Source: an optimization exercise on an open RTL-to-GDS flow (aim: small area and a short achievable clock period). Production flows keep margins and buffers that such runs may drop.
Power figures rest on the tool's default switching activity, not on a simulated workload.

==> module dbgmux, before the edit <==
module dbgmux(
    output [15:0] q,
    input [3:0] s,
    input [15:0] r0, r1, r2, r3, r4, r5, r6, r7, ir
    );
wire [8:0] h;
dbgdec dec_(h, s);
dbgsel sel_(q, h, r0, r1, r2, r3, r4, r5, r6, r7, ir);
endmodule
==> module dbgsel, before the edit <==
module dbgsel(
    output [15:0] q,
    input [8:0] h,
    input [15:0] r0, r1, r2, r3, r4, r5, r6, r7, ir
    );
assign q =
  {16{h[0]}} & r0 | {16{h[1]}} & r1 | {16{h[2]}} & r2 | {16{h[3]}} & r3 |
  {16{h[4]}} & r4 | {16{h[5]}} & r5 | {16{h[6]}} & r6 | {16{h[7]}} & r7 |
  {16{h[8]}} & ir;
endmodule
Settings: LEC_CHECK=0, CAP_MARGIN=20, CORE_MARGIN=2, CORE_UTILIZATION=40, CTS_BUF_LIST=sky130_fd_sc_hd__clkbuf_8, SETUP_SLACK_MARGIN=3.6, SLEW_MARGIN=20, SYNTH_HIERARCHICAL=1; clock period 8.5 ns.
standard.sh (not shown) runs the stock make flow with config.mk's settings and CLKGATE_MAP_FILE= SYNTH_SCRIPT=/design/flow/synth_recipe.tcl, a recipe that flattens the netlist after the stock synthesis.
==> flow/flow/run.sh <==
#!/bin/bash
# Own layout flow: the standard flow (standard synthesis, ORFS steps), with
#  - port buffers of the smallest buffer cell (every port still gets one),
#  - CTS without dummy clock loads.
# Each ORFS step writes its own log under orfs/logs/; make's output goes to make_finish.log.
set -euo pipefail
cd "$(dirname "$0")/.."
export BUFFER_PORTS_ARGS="-buffer_cell sky130_fd_sc_hd__buf_1"
export CTS_ARGS="-sink_clustering_enable -repair_clock_nets -buf_list sky130_fd_sc_hd__clkbuf_8 -dont_use_dummy_load"
bash standard.sh finish > make_finish.log 2>&1
The first run ran to the end with no violations.
Then changed:
--- a/flow/design.v
+++ b/flow/design.v
@@ -92,11 +92,21 @@
     output [15:0] q,
     input [3:0] s,
     input [15:0] r0, r1, r2, r3, r4, r5, r6, r7, ir
     );
-wire [8:0] h;
-dbgdec dec_(h, s);
-dbgsel sel_(q, h, r0, r1, r2, r3, r4, r5, r6, r7, ir);
+wire [8:0] hl, hh;
+dbgdec decl_(hl, s);
+dbgdec dech_(hh, s);
+wire [15:0] t0, t1, t2, t3;
+genvar i;
+generate for (i = 0; i < 16; i = i + 1) begin : sl
+  wire [8:0] h = i < 8 ? hl : hh;
+  c_aoi22 u0(t0[i], h[0], r0[i], h[1], r1[i]);
+  c_aoi22 u1(t1[i], h[2], r2[i], h[3], r3[i]);
+  c_aoi22 u2(t2[i], h[4], r4[i], h[5], r5[i]);
+  c_aoi222 u3(t3[i], h[6], r6[i], h[7], r7[i], h[8], ir[i]);
+  c_nand4 u4(q[i], t0[i], t1[i], t2[i], t3[i]);
+end endgenerate
 endmodule
 module dbgdec(
     output [8:0] h,
     input [3:0] s
@@ -109,18 +119,8 @@
 assign h[5] = s == 4'd5;
 assign h[6] = s == 4'd6;
 assign h[7] = s == 4'd7;
 assign h[8] = s == 4'd8;
-endmodule
-module dbgsel(
-    output [15:0] q,
-    input [8:0] h,
-    input [15:0] r0, r1, r2, r3, r4, r5, r6, r7, ir
-    );
-assign q =
-  {16{h[0]}} & r0 | {16{h[1]}} & r1 | {16{h[2]}} & r2 | {16{h[3]}} & r3 |
-  {16{h[4]}} & r4 | {16{h[5]}} & r5 | {16{h[6]}} & r6 | {16{h[7]}} & r7 |
-  {16{h[8]}} & ir;
 endmodule
 module arm16_core(
     input clk,
     input rst,
Effect: The new run went through all stages and came out clean. Via count increases by 1.3%. Wire length rose by 2.3%. First-iteration DRC count climbs by 3.1%. Cell count went up by 1.7%. Area after synthesis came out higher by 2.1%. Power climbs by 0.86%. Critical path depth came out lower by 1. Worst hold slack is worse by 47 ps. Sequential power hardly moves. Die area rises by 2.1%. Worst setup slack is better by 30 ps. Clock-buffer cell count stays the same.
Function was not checked in any run of this note: the RTL went through the layout flow alone.

---

Another version of the RTL of arm16_core (not shown whole).
For scale: ~730 cells after synthesis, ~170 flip-flops, roughly 55 I/O pins, roughly 9000 µm² of cells after synthesis.
==> module arm16_core, before the edit <==
module arm16_core(
    input clk,
    input rst,
    output [15:0] mem_addr,
    input [15:0] mem_rdata,
    input [3:0] dbg_sel,
    output [15:0] dbg,
    output exec
    );
reg ex;
reg [15:0] ir;
reg [15:0] r0, r1, r2, r3, r4, r5, r6, r7;
reg [7:0] asel;             
reg [7:0] bsel;             
reg bk_lo, bk_mid, bk_hi;   
reg inv, cin, ar, la;       
assign exec = ex;
assign mem_addr = r7;
wire [15:0] m = mem_rdata;
wire m_b = m[15:13] == 3'b110;
wire m_alui = m[15:14] == 2'b10;
wire m_a7 = m_b | (m[15:11] == 5'b11100 & m[7:4] == 4'b1111);
wire [2:0] m_asel = m_a7 ? 3'd7 : m[10:8];
wire m_breg = m[15:13] == 3'b111 & m[12:11] != 2'b00;
wire m_bk8 = m[15:14] != 2'b11;
wire m_bk4 = m[15:11] == 5'b11100;
wire [2:0] m_op = m_alui ? m[13:11] : m_b ? 3'd4 : m[6:4];
wire m_anone = m_op == 3'd0 | m_op == 3'd2;   
wire fetch_next = rst | ex;   
always @(posedge clk) begin
  ex <= ~rst & ~ex;
  if (fetch_next) begin
    asel <= 8'h80;            
    bsel <= 8'h00;
    bk_lo <= 1'b0;
    bk_mid <= 1'b0;
    bk_hi <= 1'b0;
    inv <= 1'b0;
    cin <= 1'b0;
    ar <= 1'b1;
    la <= 1'b0;
  end else begin
    asel <= m_anone ? 8'h00 : 8'h01 << m_asel;
    bsel <= m_breg ? 8'h01 << m[2:0] : 8'h00;
    bk_lo <= m_bk8 | m_b | m_bk4;
    bk_mid <= m_bk8 | m_b;
    bk_hi <= m_b;
    inv <= m_op == 3'd2 | m_op == 3'd6 | m_op == 3'd7;
    cin <= m_op == 3'd6;
    ar <= m_op[2];
    la <= m_op == 3'd1;
  end
end
wire [15:0] a, rb;
regmux8 amux_(a, asel, r0, r1, r2, r3, r4, r5, r6, r7);
regmux8 bmux_(rb, bsel, r0, r1, r2, r3, r4, r5, r6, r7);
wire [15:0] imm = {{7{bk_hi & ir[8]}}, bk_hi & ir[8], {4{bk_mid}} & ir[7:4], {4{bk_lo}} & ir[3:0]};
wire [15:0] b = rb | imm | {14'd0, ~ex, 1'b0};
wire [15:0] y;
ALU alu_(y, a, b, inv, cin, ar, la);
wire [15:0] wd = rst ? 16'h0 : y;
wire [2:0] dst = ir[15:14] == 2'b10 ? ir[10:8] : 3'd7;
wire we = ex & ~rst;
always @(posedge clk) begin
  if (rst | ~ex) ir <= rst ? 16'h0 : mem_rdata;
  if (rst | we & dst == 3'd0) r0 <= wd;
  if (rst | we & dst == 3'd1) r1 <= wd;
  if (rst | we & dst == 3'd2) r2 <= wd;
  if (rst | we & dst == 3'd3) r3 <= wd;
  if (rst | we & dst == 3'd4) r4 <= wd;
  if (rst | we & dst == 3'd5) r5 <= wd;
  if (rst | we & dst == 3'd6) r6 <= wd;
  if (rst | ~ex | we & dst == 3'd7) r7 <= wd;
end
dbgmux dbg_(dbg, dbg_sel, r0, r1, r2, r3, r4, r5, r6, r7, ir);
endmodule
clock: 8.5 ns
lec_check: 0
cap_margin: 20
core_margin: 2
core_utilization: 40
cts_buf_list: sky130_fd_sc_hd__clkbuf_4 sky130_fd_sc_hd__clkbuf_8
setup_slack_margin: 4
slew_margin: 20
synth_hierarchical: 1
run.sh (not shown) runs the stock make flow with config.mk's settings and CLKGATE_MAP_FILE= SYNTH_SCRIPT=/design/flow/synth_recipe.tcl, a recipe that flattens the netlist after the stock synthesis.
Stock flow here: none of the scripts above is used.
Next try:
--- a/flow/design.v
+++ b/flow/design.v
@@ -92,64 +92,41 @@
     output [15:0] dbg,
     output exec
     );
 reg ex;
 reg [15:0] ir;
 reg [15:0] r0, r1, r2, r3, r4, r5, r6, r7;
-reg [7:0] asel;             
-reg [7:0] bsel;             
-reg bk_lo, bk_mid, bk_hi;   
-reg inv, cin, ar, la;       
 assign exec = ex;
 assign mem_addr = r7;
-wire [15:0] m = mem_rdata;
-wire m_b = m[15:13] == 3'b110;
-wire m_alui = m[15:14] == 2'b10;
-wire m_a7 = m_b | (m[15:11] == 5'b11100 & m[7:4] == 4'b1111);
-wire [2:0] m_asel = m_a7 ? 3'd7 : m[10:8];
-wire m_breg = m[15:13] == 3'b111 & m[12:11] != 2'b00;
-wire m_bk8 = m[15:14] != 2'b11;
-wire m_bk4 = m[15:11] == 5'b11100;
-wire [2:0] m_op = m_alui ? m[13:11] : m_b ? 3'd4 : m[6:4];
-wire m_anone = m_op == 3'd0 | m_op == 3'd2;   
-wire fetch_next = rst | ex;   
-always @(posedge clk) begin
-  ex <= ~rst & ~ex;
-  if (fetch_next) begin
-    asel <= 8'h80;            
-    bsel <= 8'h00;
-    bk_lo <= 1'b0;
-    bk_mid <= 1'b0;
-    bk_hi <= 1'b0;
-    inv <= 1'b0;
-    cin <= 1'b0;
-    ar <= 1'b1;
-    la <= 1'b0;
-  end else begin
-    asel <= m_anone ? 8'h00 : 8'h01 << m_asel;
-    bsel <= m_breg ? 8'h01 << m[2:0] : 8'h00;
-    bk_lo <= m_bk8 | m_b | m_bk4;
-    bk_mid <= m_bk8 | m_b;
-    bk_hi <= m_b;
-    inv <= m_op == 3'd2 | m_op == 3'd6 | m_op == 3'd7;
-    cin <= m_op == 3'd6;
-    ar <= m_op[2];
-    la <= m_op == 3'd1;
-  end
-end
+wire i_b = ir[15:13] == 3'b110;
+wire i_alui = ir[15:14] == 2'b10;
+wire i_a7 = i_b | (ir[15:11] == 5'b11100 & ir[7:4] == 4'b1111);
+wire [2:0] i_op = i_alui ? ir[13:11] : i_b ? 3'd4 : ir[6:4];
+wire i_anone = i_op == 3'd0 | i_op == 3'd2;   
+wire i_breg = ir[15:13] == 3'b111 & ir[12:11] != 2'b00;
+wire [7:0] asel = ~ex | i_a7 & ~i_anone ? 8'h80 : i_anone ? 8'h00 : 8'h01 << ir[10:8];
+wire [7:0] bsel = ex & i_breg ? 8'h01 << ir[2:0] : 8'h00;
+wire bk_lo = ex & (ir[15:14] != 2'b11 | i_b | ir[15:11] == 5'b11100);
+wire bk_mid = ex & (ir[15:14] != 2'b11 | i_b);
+wire bk_hi = ex & i_b;
+wire inv = ex & (i_op == 3'd2 | i_op == 3'd6 | i_op == 3'd7);
+wire cin = ex & i_op == 3'd6;
+wire ar = ~ex | i_op[2];
+wire la = ex & i_op == 3'd1;
 wire [15:0] a, rb;
 regmux8 amux_(a, asel, r0, r1, r2, r3, r4, r5, r6, r7);
 regmux8 bmux_(rb, bsel, r0, r1, r2, r3, r4, r5, r6, r7);
 wire [15:0] imm = {{7{bk_hi & ir[8]}}, bk_hi & ir[8], {4{bk_mid}} & ir[7:4], {4{bk_lo}} & ir[3:0]};
 wire [15:0] b = rb | imm | {14'd0, ~ex, 1'b0};
 wire [15:0] y;
 ALU alu_(y, a, b, inv, cin, ar, la);
 wire [15:0] wd = rst ? 16'h0 : y;
-wire [2:0] dst = ir[15:14] == 2'b10 ? ir[10:8] : 3'd7;
+wire [2:0] dst = i_alui ? ir[10:8] : 3'd7;
 wire we = ex & ~rst;
 always @(posedge clk) begin
+  ex <= ~rst & ~ex;
   if (rst | ~ex) ir <= rst ? 16'h0 : mem_rdata;
   if (rst | we & dst == 3'd0) r0 <= wd;
   if (rst | we & dst == 3'd1) r1 <= wd;
   if (rst | we & dst == 3'd2) r2 <= wd;
   if (rst | we & dst == 3'd3) r3 <= wd;
   if (rst | we & dst == 3'd4) r4 <= wd;
The changed run ran to the end with no violations.
Routed wire length increases by 4.9%.
Core utilization increases by 3.8 points.
Global-route usage increases by 2.1 points.
Fmax increases by 1.2%.
Design area increases by about 3.2%.
Total power decreases by about 2.6%.
No functional check of the RTL was part of any run of this note.

re-timing with driven ports:
How much do the figures lean on ideal ports? The routed layouts below were timed once more, with nothing changed but the port constraints.
Step 1, drivers: a clkbuf_16 drives clk and a buf_2 each remaining input, both assumed.
Step 2, shift: input delay + t, output delay - t, t = (earliest + latest rising clock arrival at the registers) / 2. This alone moves slack from input paths to output paths.
a / b / c = ideal / step 1 / step 2; a / b = the first two.
run	t (ns)	slack for setup (ns)	worst setup path at the end	slew at the worst register clock pin (ns)
the first run of note 1	0.500	3.655 / 3.631 / 3.631	input to output	0.10 / 0.10
the second run of note 1	0.486	3.684 / 3.657 / 3.657	input to output	0.09 / 0.09
the first run of note 2	0.515	3.755 / 3.602 / 3.602	input to output	0.10 / 0.10
the second run of note 2	0.508	3.810 / 3.714 / 3.714	input to output	0.09 / 0.09
After both steps setup and hold are still met in every run listed. For the first run of note 2, which loses most, drivers alone change the setup slack by -0.153 ns; drivers and shift together by -0.153 ns.
